Background: an optimization exercise with open tools, aiming at small area and a short achievable clock period. Do not read the settings as production practice.
The RTL of this run was laid out without a check of its function.
No activity file was given, so power comes from the tool's default toggle rates.

==> flow/design.v <==
`timescale 1ns / 1ps
module fp_logarithm(in_val, clk, ln_output, rst);
input  [31:0] in_val;
input         clk, rst;
output [31:0] ln_output;
localparam [20:0] K8 = 21'h162E43;    
reg [28:0] cX;     
reg [1:0]  m10;    
wire [22:0] cM = {~cX[27:7], m10};
reg [7:0]  cE;
reg [3:0]  st;
reg [33:0] accr;    
reg [31:0] outr;
reg        a2d;
reg [2:0]  h;
reg        sel4, sel1, sel0, sel4n, sel1n, sel0n, xsub, lowf;
reg        holdr;
reg        p1l, q1l, n1l, m1l, p2l, q2l, n2l, m2l;
reg        p1h, q1h, n1h, m1h, p2h, q2h, n2h, m2h;    
reg        neg1, neg2;
assign ln_output = outr;
always @(posedge clk) begin
  m10 <= in_val[1:0];
  cE <= in_val[30:23];
  st <= st + 4'd1;
end
wire e127c = (cE == 8'd127);
wire subc  = ~cE[7] & ~(&cE[6:0]);           
wire [6:0] ev = subc ? ~cE[6:0] : (cE[6:0] + 7'd1);
reg  [2:0] msbev;
always @* begin
  casez (ev)
    7'b1??????: msbev = 3'd6;
    7'b01?????: msbev = 3'd5;
    7'b001????: msbev = 3'd4;
    7'b0001???: msbev = 3'd3;
    7'b00001??: msbev = 3'd2;
    7'b000001?: msbev = 3'd1;
    default:    msbev = 3'd0;
  endcase
end
wire [6:0] evn   = ev << (3'd6 - msbev);
wire       ovfc  = (evn >= 7'd93);
reg e127, e255, sub, ovf;
reg [2:0] delta;
always @(posedge clk) begin
  e127  <= e127c;
  e255  <= (cE == 8'd255);
  sub   <= subc;
  ovf   <= ovfc;
  delta <= msbev + {2'b0, ovfc};
end
wire [3:0]  ns   = st + 4'd1;
wire ldPA = (ns == 4'd11);
wire ldPB = (ns == 4'd12);
always @(posedge clk) begin
  if (ldPA)      cX <= ovf ? {8'b0, K8} : {7'b0, K8, 1'b0};
  else if (ldPB) cX <= ovf ? {4'b0, K8, 4'b0} : {3'b0, K8, 5'b0};
  else           cX <= {1'b1, ~in_val[22:2], 7'b0};
end
wire [24:0] mext = {1'b0, cM, 1'b0};
wire [8:0]  eext = {1'b0, evn, 1'b0};
reg  [4:0]  win;
reg         hnext;
always @* begin
  win = 5'd0;
  hnext = 1'b0;
  case (ns)
    4'd0: win = mext[4:0];
    4'd1: begin win = mext[8:4];   hnext = e127 & (cM[22:3]  == 20'd0); end
    4'd2: begin win = mext[12:8];  hnext = e127 & (cM[22:7]  == 16'd0); end
    4'd3: begin win = mext[16:12]; hnext = e127 & (cM[22:11] == 12'd0); end
    4'd4: begin win = mext[20:16]; hnext = e127 & (cM[22:15] == 8'd0);  end
    4'd5: begin win = mext[24:20]; hnext = e127 & (cM[22:19] == 4'd0);  end
    4'd11: win = e127 ? 5'd0 : eext[4:0];
    4'd12: win = e127 ? 5'd0 : eext[8:4];
    default: win = 5'd0;
  endcase
  if (hnext) win = 5'd0;
end
always @(posedge clk) begin
  p1l <= ~win[2] & (win[1] ^ win[0]);  p1h <= ~(~win[2] & (win[1] ^ win[0]));
  q1l <= ~win[2] & win[1] & win[0];    q1h <= ~(~win[2] & win[1] & win[0]);
  n1l <= win[2] & (win[1] ^ win[0]);   n1h <= ~(win[2] & (win[1] ^ win[0]));
  m1l <= win[2] & ~win[1] & ~win[0];   m1h <= ~(win[2] & ~win[1] & ~win[0]);
  p2l <= ~win[4] & (win[3] ^ win[2]);  p2h <= ~(~win[4] & (win[3] ^ win[2]));
  q2l <= ~win[4] & win[3] & win[2];    q2h <= ~(~win[4] & win[3] & win[2]);
  n2l <= win[4] & (win[3] ^ win[2]);   n2h <= ~(win[4] & (win[3] ^ win[2]));
  m2l <= win[4] & ~win[3] & ~win[2];   m2h <= ~(win[4] & ~win[3] & ~win[2]);
  neg1 <= win[2] & ~(win[1] & win[0]);
  neg2 <= win[4] & ~(win[3] & win[2]);
  holdr <= hnext;
end
reg isQ, isPA, isPB, isS0, isOut;
always @(posedge clk) begin
  isQ   <= (ns <= 4'd5);
  isPA  <= (ns == 4'd11);
  isPB  <= (ns == 4'd12);
  isS0  <= (ns == 4'd0);
  isOut <= (ns == 4'd13);
end
reg c1, lm_a, lm_b;    
always @(posedge clk) begin
  c1   <= (ns <= 4'd5) & ~m10[1];
  lm_a <= (ns <= 4'd5) | (ns == 4'd12);
  lm_b <= (ns <= 4'd5);
end
wire [28:0] X = cX;
wire [33:0] lowm = {27'd0, {3{lm_b}}, {4{lm_a}}};
wire [29:0] c1v  = {22'd0, c1, 7'd0};
wire [29:0] p1v = {{15{~p1h}}, {15{p1l}}};
wire [29:0] q1v = {{15{~q1h}}, {15{q1l}}};
wire [29:0] n1v = {{15{~n1h}}, {15{n1l}}};
wire [29:0] m1v = {{15{~m1h}}, {15{m1l}}};
wire [29:0] p2v = {{15{~p2h}}, {15{p2l}}};
wire [29:0] q2v = {{15{~q2h}}, {15{q2l}}};
wire [29:0] n2v = {{15{~n2h}}, {15{n2l}}};
wire [29:0] m2v = {{15{~m2h}}, {15{m2l}}};
wire [29:0] X1  = {1'b0, X};
wire [29:0] X2  = {X, 1'b0} | c1v;
wire [29:0] nX1 = ~X1 & ~lowm[29:0];
wire [29:0] nX2 = ~X2 & ~lowm[29:0];
wire [33:0] r1 = {{4{neg1}}, (p1v & X1) | (q1v & X2) | (n1v & nX1) | (m1v & nX2)};
wire [33:0] r2 = {{4{neg2}}, (p2v & X1) | (q2v & X2) | (n2v & nX1) | (m2v & nX2)};
wire a1 = ((p1l | q1l) & c1) | ((n1l | m1l) & ~c1);
wire a2 = ((p2l | q2l) & c1) | ((n2l | m2l) & ~c1);
wire [33:0] ex_a1 = isQ ? ({33'd0, a1} << 7) : (isPB ? ({33'd0, a1} << 4) : {33'd0, a1});
wire [33:0] ex_a2 = isPB ? ({33'd0, a2d} << 2) : ({33'd0, a2d} << 5);
wire [33:0] r2s = {r2[31:0], 2'b00} | ex_a1 | ex_a2;
wire mask = isPA & ~e127;
wire [29:0] s4v = {{15{~sel4n}}, {15{sel4}}};
wire [29:0] s1v = {{15{~sel1n}}, {15{sel1}}};
wire [29:0] s0v = {{15{~sel0n}}, {15{sel0}}};
wire [29:0] acc = (s4v & accr[33:4]) | (s1v & accr[30:1]) | (s0v & accr[29:0]);
wire [29:0] acc_in = {acc[29:4] ^ {26{xsub}}, lowf ? {4{sub}} : acc[3:0]};
wire cin = mask & sub;
wire [33:0] opa = {{4{acc_in[29]}}, acc_in};
wire [33:0] csa_s = opa ^ r1 ^ r2s;
wire [33:0] csa_c = {(opa[32:0] & r1[32:0]) | (opa[32:0] & r2s[32:0]) | (r1[32:0] & r2s[32:0]), cin};
wire [33:0] sum = csa_s + csa_c;
reg [1:0] shn, shr;
reg e127al;
always @* begin
  shn = 2'd0;
  if (ns <= 4'd5) shn = hnext ? 2'd0 : 2'd2;
  else if (~e127) case (ns)
    4'd6:  shn = delta[2] ? 2'd2 : 2'd0;
    4'd7, 4'd8: shn = delta[1] ? 2'd1 : 2'd0;
    4'd9:  shn = delta[0] ? 2'd1 : 2'd0;
    4'd12: shn = 2'd2;
    default: shn = 2'd0;
  endcase
end
always @(posedge clk) begin
  shr    <= shn;
  e127al <= e127 & (ns >= 4'd7) & (ns <= 4'd10);
end
wire ge24 = |acc[29:24];
wire [1:0] shs = e127al ? {1'b0, ge24} : shr;
always @(posedge clk) begin
  accr <= sum;
  sel4 <= (shs == 2'd2) & (ns != 4'd0);
  sel1 <= (shs == 2'd1) & (ns != 4'd0);
  sel0 <= (shs == 2'd0) & (ns != 4'd0);
  sel4n <= ~((shs == 2'd2) & (ns != 4'd0));
  sel1n <= ~((shs == 2'd1) & (ns != 4'd0));
  sel0n <= ~((shs == 2'd0) & (ns != 4'd0));
  xsub <= (ns == 4'd11) & ~e127 & sub;
  lowf <= (ns == 4'd11) & ~e127;
  a2d <= ((isQ & ~holdr) | isPA) ? a2 : 1'b0;
  if (isS0) h <= 3'd0;
  else if (e127al & ge24) h <= h + 3'd1;
end
wire [24:0] xv = acc[24:0];
reg  [22:0] field;
reg  [1:0]  pofs;  
always @* begin
  if (xv[24])      begin field = xv[23:1];                  pofs = 2'd3; end
  else if (xv[23]) begin field = {xv[22:1], 1'b0};          pofs = 2'd2; end
  else if (xv[22]) begin field = {xv[21:1], 2'b00};         pofs = 2'd1; end
  else             begin field = {xv[20:1], 3'b000};        pofs = 2'd0; end
end
wire [2:0] z = {2'b0, cM[22:3] == 20'd0} + {2'b0, cM[22:7] == 16'd0} + {2'b0, cM[22:11] == 12'd0}
             + {2'b0, cM[22:15] == 8'd0} + {2'b0, cM[22:19] == 4'd0};
wire [7:0] expo = e127 ? (8'd120 - {3'b0, z, 2'b00} + {5'b0, h} + {6'b0, pofs})
                       : (8'd124 + {5'b0, delta} + {6'b0, pofs});
always @(posedge clk) begin
  if (isOut) begin
    if (e255)                    outr <= 32'hcf317216;
    else if (e127 && cM == 23'd0) outr <= 32'h00800000;
    else                         outr <= {sub, expo, field};
  end
end
endmodule
==> flow/flow/run.sh <==
#!/bin/bash
set -e
ls -la > files.log 2>&1
cp standard.sh standard_sh.copy.log 2>/dev/null || true
export BUFFER_PORTS_ARGS="-buffer_cell sky130_fd_sc_hd__buf_2"
bash standard.sh > standard.log 2>&1
==> flow/standard.sh <==
#!/bin/bash
# synth_recipe.tcl (not shown) runs the flow's synth.tcl, then flattens the netlist and writes it again
# the make line also repeats each setting of config.mk as NAME=value (left out here)
make -C /OpenROAD-flow-scripts/flow DESIGN_CONFIG=/design/flow/config.mk WORK_HOME=/design/flow/orfs CLKGATE_MAP_FILE= SYNTH_SCRIPT=/design/flow/synth_recipe.tcl "${@:-finish}"
==> flow/config.mk <==
export PLATFORM = sky130hd
export DESIGN_NAME = fp_logarithm
export DESIGN_NICKNAME = fp_logarithm
export VERILOG_FILES = /design/flow/design.v
export SDC_FILE = /design/flow/constraint.sdc
export NUM_CORES = 4
export LEC_CHECK = 0
export ABC_AREA = 1
export CAP_MARGIN = 20
export CORE_MARGIN = 2
export CORE_UTILIZATION = 65
export SLEW_MARGIN = 20
==> flow/constraint.sdc <==
create_clock -name core_clock -period 16.0 [get_ports {clk}]
set_input_delay 3.2000 -clock core_clock [delete_from_list [all_inputs] [get_ports {clk}]]
set_output_delay 3.2000 -clock core_clock [all_outputs]
set_load 0.01 [all_outputs]
==> impl_metrics.py <==
metrics = {
    "synthesis": {
        "ys_types": 61,
        "syn-num-nets": 1558,
        "ys_seq_area_frac": 0.313,
        "netlist_area_um2": 10900,
        "yosysTopAreaCellShare": 0.225,
        "synth_edf_count": 32,
        "ys_seq_elements": 155,
        "synthCells": 1430,
        "synth_area_leaders": "dfxtp_1, edfxtp_1, nand2_1",
        "yosysMostFrequentCell": "nand2_1",
        "syn_avg_cell_area_um2": 7.64,
        "yosysTopAreaCell": "dfxtp_1",
        "synth_ff_type": "dfxtp_1",
        "ys_warn_count": 1,
        "synth_common_cells": "nand2_1, inv_1, nor2_1",
        "synthArstFlopShare": 0,
    },
    "route": {
        "postRouteAntennaNets": 0,
        "drtIter0Drc": 1239,
        "firstDrtPassIters": 9,
        "dr_total_vias": 10300,
        "drc_errors": 0,
        "finalWirelength_um": 29700,
        "vias_per_cell": 5.99,
        "post_drt_wl_per_cell_um": 17.3,
    },
    "run": {
        "drv_cap": 0,
    },
    "power": {
        "clkPwrFrac": 0.329,
        "pwr-share-seq": 0.386,
        "switching_share": 0.353,
        "p_leak_nw": 5.54,
        "ir_drop_mv": 0.121,
        "power_switching_w": 0.000462,
        "p_per_area_nw_per_um2": 109,
        "p_int_w": 0.000845,
        "pwr-share-comb": 0.284,
    },
    "critical_path": {
        "cp.required_ps": 16360,
        "crit_arrival_ps": 4920,
        "path_max_fanout": 13,
        "max_stage_delay_ps": 560,
        "cp-end-kind": "flip-flop",
        "crit_buf_inv": 3,
        "cp_cell_sequence": "inv_1 -> nand3_1 -> o31ai_1 -> nor3_1 -> fa_1 -> ha_1 -> inv_1 -> fa_1 -> nand3b_1 -> nand2_1 -> a21oi_1 -> o21ai_0 -> a21boi_0 -> inv_1 -> nand2_1 -> nand2_1 -> a21boi_0 -> o21ai_0 -> xor2_1",
        "critPathLaunchType": "flip-flop",
        "crit_type": "reg -> reg",
        "crit_path_top_delay_cell": "fa_1",
        "cpLargestDelayFamily": "compound AO/OA/AOI/OAI gates",
    },
    "sta": {
        "clock_skew_ps": 13.1,
        "hold_violations": 0,
        "final.period_utilization": 0.285,
        "worst_pin_slew_ps": 1100,
        "tns_ps": 0,
        "finalSetupViolations": 0,
        "min_period_ps": 4560,
        "maxSlewHeadroom": 0.259,
        "slew_viol_final": 0,
        "rsz0062_at_grt": "false",
        "max_freq_mhz": 219,
    },
    "final_layout": {
        "final_cell_area_um2": 12000,
        "antenna_cells": 0,
        "nNetsFinal": 1607,
        "layout-drive-gt1-share": 0.108,
        "post-route-util": 0.729,
        "stdcell_count": 1712,
        "syn_to_final_growth_pct": 10.2,
    },
    "cts": {
        "cts.sinks": 155,
        "cts.path.max_buffers": 2,
        "cts_hold_buf": 0,
        "cts-root-buf": "clkbuf_16",
        "h-tree-depth": 4,
        "clkTransAtPathRegs_ps": 70,
        "postCtsSetupRepairBufs": 0,
        "clock_latency_ps": 440,
        "numCtsBuffers": 17,
        "tritoncts": "done",
        "cts_resized": 0,
    },
    "placed_design": {
        "dp.cells": 1680,
        "gp_congestion": 0.986,
        "portBuffers": 63,
        "dp_hpwl_um": 22800,
        "placed_area_um2": 11400,
    },
    "global_route": {
        "grt_overflow_total": 0,
        "first_global_vias": 9357,
        "grt_max_degree": 38,
        "grtUsageTotal": 0.338,
        "grt_antenna_before_repair": 0,
        "grt_pass1_wl_um": 47500,
    },
    "floorplanning": {
        "core_area_um2": 16500,
        "rows": 47,
        "die_x_um": 134,
        "die_h_um": 134,
        "initial_core_util": 0.661,
        "io_pins": 66,
        "dieArea_um2": 17900,
    },
    "worst_hold_path": {
        "hp-class": "reg -> reg",
    },
    "run_status": {
        "status": "no timing/DRC/antenna violations",
    },
}
layer usage:
metal | track usage | share of wire | vias to the layer above
met5 | 0 | 0 | -
met4 | 0.140 | 0.035 | 0
li1 | - | - | 4992
met1 | 0.465 | 0.44 | 4680
met2 | 0.538 | 0.45 | 511
met3 | 0.0498 | 0.075 | 71
metrics by stage:
stage / total power [W] / hold WS (ps) / worst slack (ps)
2_1_floorplan: 0.000776 / 413 / 12280
3_3_place_gp: 0.000866 / 441 / 11630
3_5_place_dp: 0.000874 / 446 / 11610
4_1_cts: 0.00130 / 449 / 11580
5_1_grt: 0.00138 / 475 / 11190
6_report: 0.00131 / 453 / 11440
cell usage in the layout (no fill, tap or decap), types with 7 or more instances in the layout:
cell       Yosys  final
buf_2          4     63
o211ai_1      18     18
edfxtp_1      32     32
a211oi_1      11     11
a31oi_1        8      8
o21ai_0      109    109
o22ai_1       68     68
nand2_2        9      9
dfxtp_1      123    123
nand2_1      206    206
ha_1          58     58
clkbuf_16      0     17
a21oi_1      108    108
nand2_4        7      7
nor2_1       134    134
xor2_1        48     48
nand3_1       62     62
nor3_1        23     20
fa_1          36     36
inv_2         15     15
nand4_1       17     17
inv_1        187    187
o221ai_1       7      7
a221oi_1      19     19
xnor2_1       17     17
path summary, 6_finish.rpt:
| path | endpoint | start | cells past startpoint | slack [ps] |
|---|---|---|---|---|
| min reg2reg | h[0]$_SDFFE_PP0P_ | isS0$_DFF_P_ | 1 | 450 |
| max | accr[24]$_DFF_P_ | p1l$_DFF_P_ | 19 | 11440 |
| min | h[0]$_SDFFE_PP0P_ | isS0$_DFF_P_ | 1 | 450 |
| max reg2reg | accr[24]$_DFF_P_ | p1l$_DFF_P_ | 19 | 11440 |
state kept, by name (all words and copies together), names as in the netlist, 2 cells and up:
name,flops
accr,34
outr,32
h,3
m10,2
st,4
shr,2
cE,8
delta,3
cX,28
power by group through the flow:
stage                     combinational, W  clock [W]  sequential [W]
final                             0.000372   0.000430        0.000505
after global routing              0.000420   0.000449        0.000509
after CTS                         0.000366   0.000431        0.000503
after detailed placement          0.000363          0        0.000511
after global placement            0.000356          0        0.000510
after floorplan                   0.000285          0        0.000492
cells by family (layout without fill, tap and decap cells):
group,after synthesis,after routing,synth area share
compound gates,387,387,0.213
xor+xnor,68,68,0.0576
simple gates,481,481,0.199
fa+ha+maj,94,94,0.132
buf+inv,245,307,0.0848
flops,155,155,0.313
final cells by class:
class                           instances  area, um^2
Timing Repair Buffer                   67         345
Sequential cell                       155        3420
Multi-Input combinational cell       1030        6590
Clock inverter                         15         199
Inverter                              208         783
Clock buffer                           17         425
Fill cell                            1335        4480
Tap cell                              220         275
worst reg2reg max path, stage by stage, from the launching register on:
cell and delay (ps):
dfxtp_1 370, inv_1 340, nand3_1 130, o31ai_1 150, nor3_1 140, fa_1 560, ha_1 310, inv_1 140
fa_1 420, nand3b_1 180, nand2_1 110, a21oi_1 100, o21ai_0 420, a21boi_0 310, inv_1 130, nand2_1 60
nand2_1 110, a21boi_0 150, o21ai_0 220, xor2_1 150

## afterwards: timing with drivers on the ports
How much do the figures lean on ideal ports? The routed layout below was timed once more, with nothing changed but the port constraints.
Step 1 (the two cells are an assumption about what drives the block):
set clk [get_ports {clk}]
set_driving_cell -lib_cell sky130_fd_sc_hd__clkbuf_16 $clk
set_driving_cell -lib_cell sky130_fd_sc_hd__buf_2 [delete_from_list [all_inputs] $clk]
Step 2, shift: input delay + t, output delay - t, t = (earliest + latest rising clock arrival at the registers) / 2. This alone moves slack from input paths to output paths.
Slacks: ideal ports / drivers / drivers and shift; pairs: ideal ports / drivers.
shift t [ns]: 0.481
setup slack, ns: 11.440 / 11.440 / 11.440
hold WS [ns]: 0.453 / 0.453 / 0.453
worst slew at a driven data input, ns: 0.03
After both steps this run still meets setup and hold. The setup slack of this run moves by 0.000 ns with the drivers and by 0.000 ns with both steps.
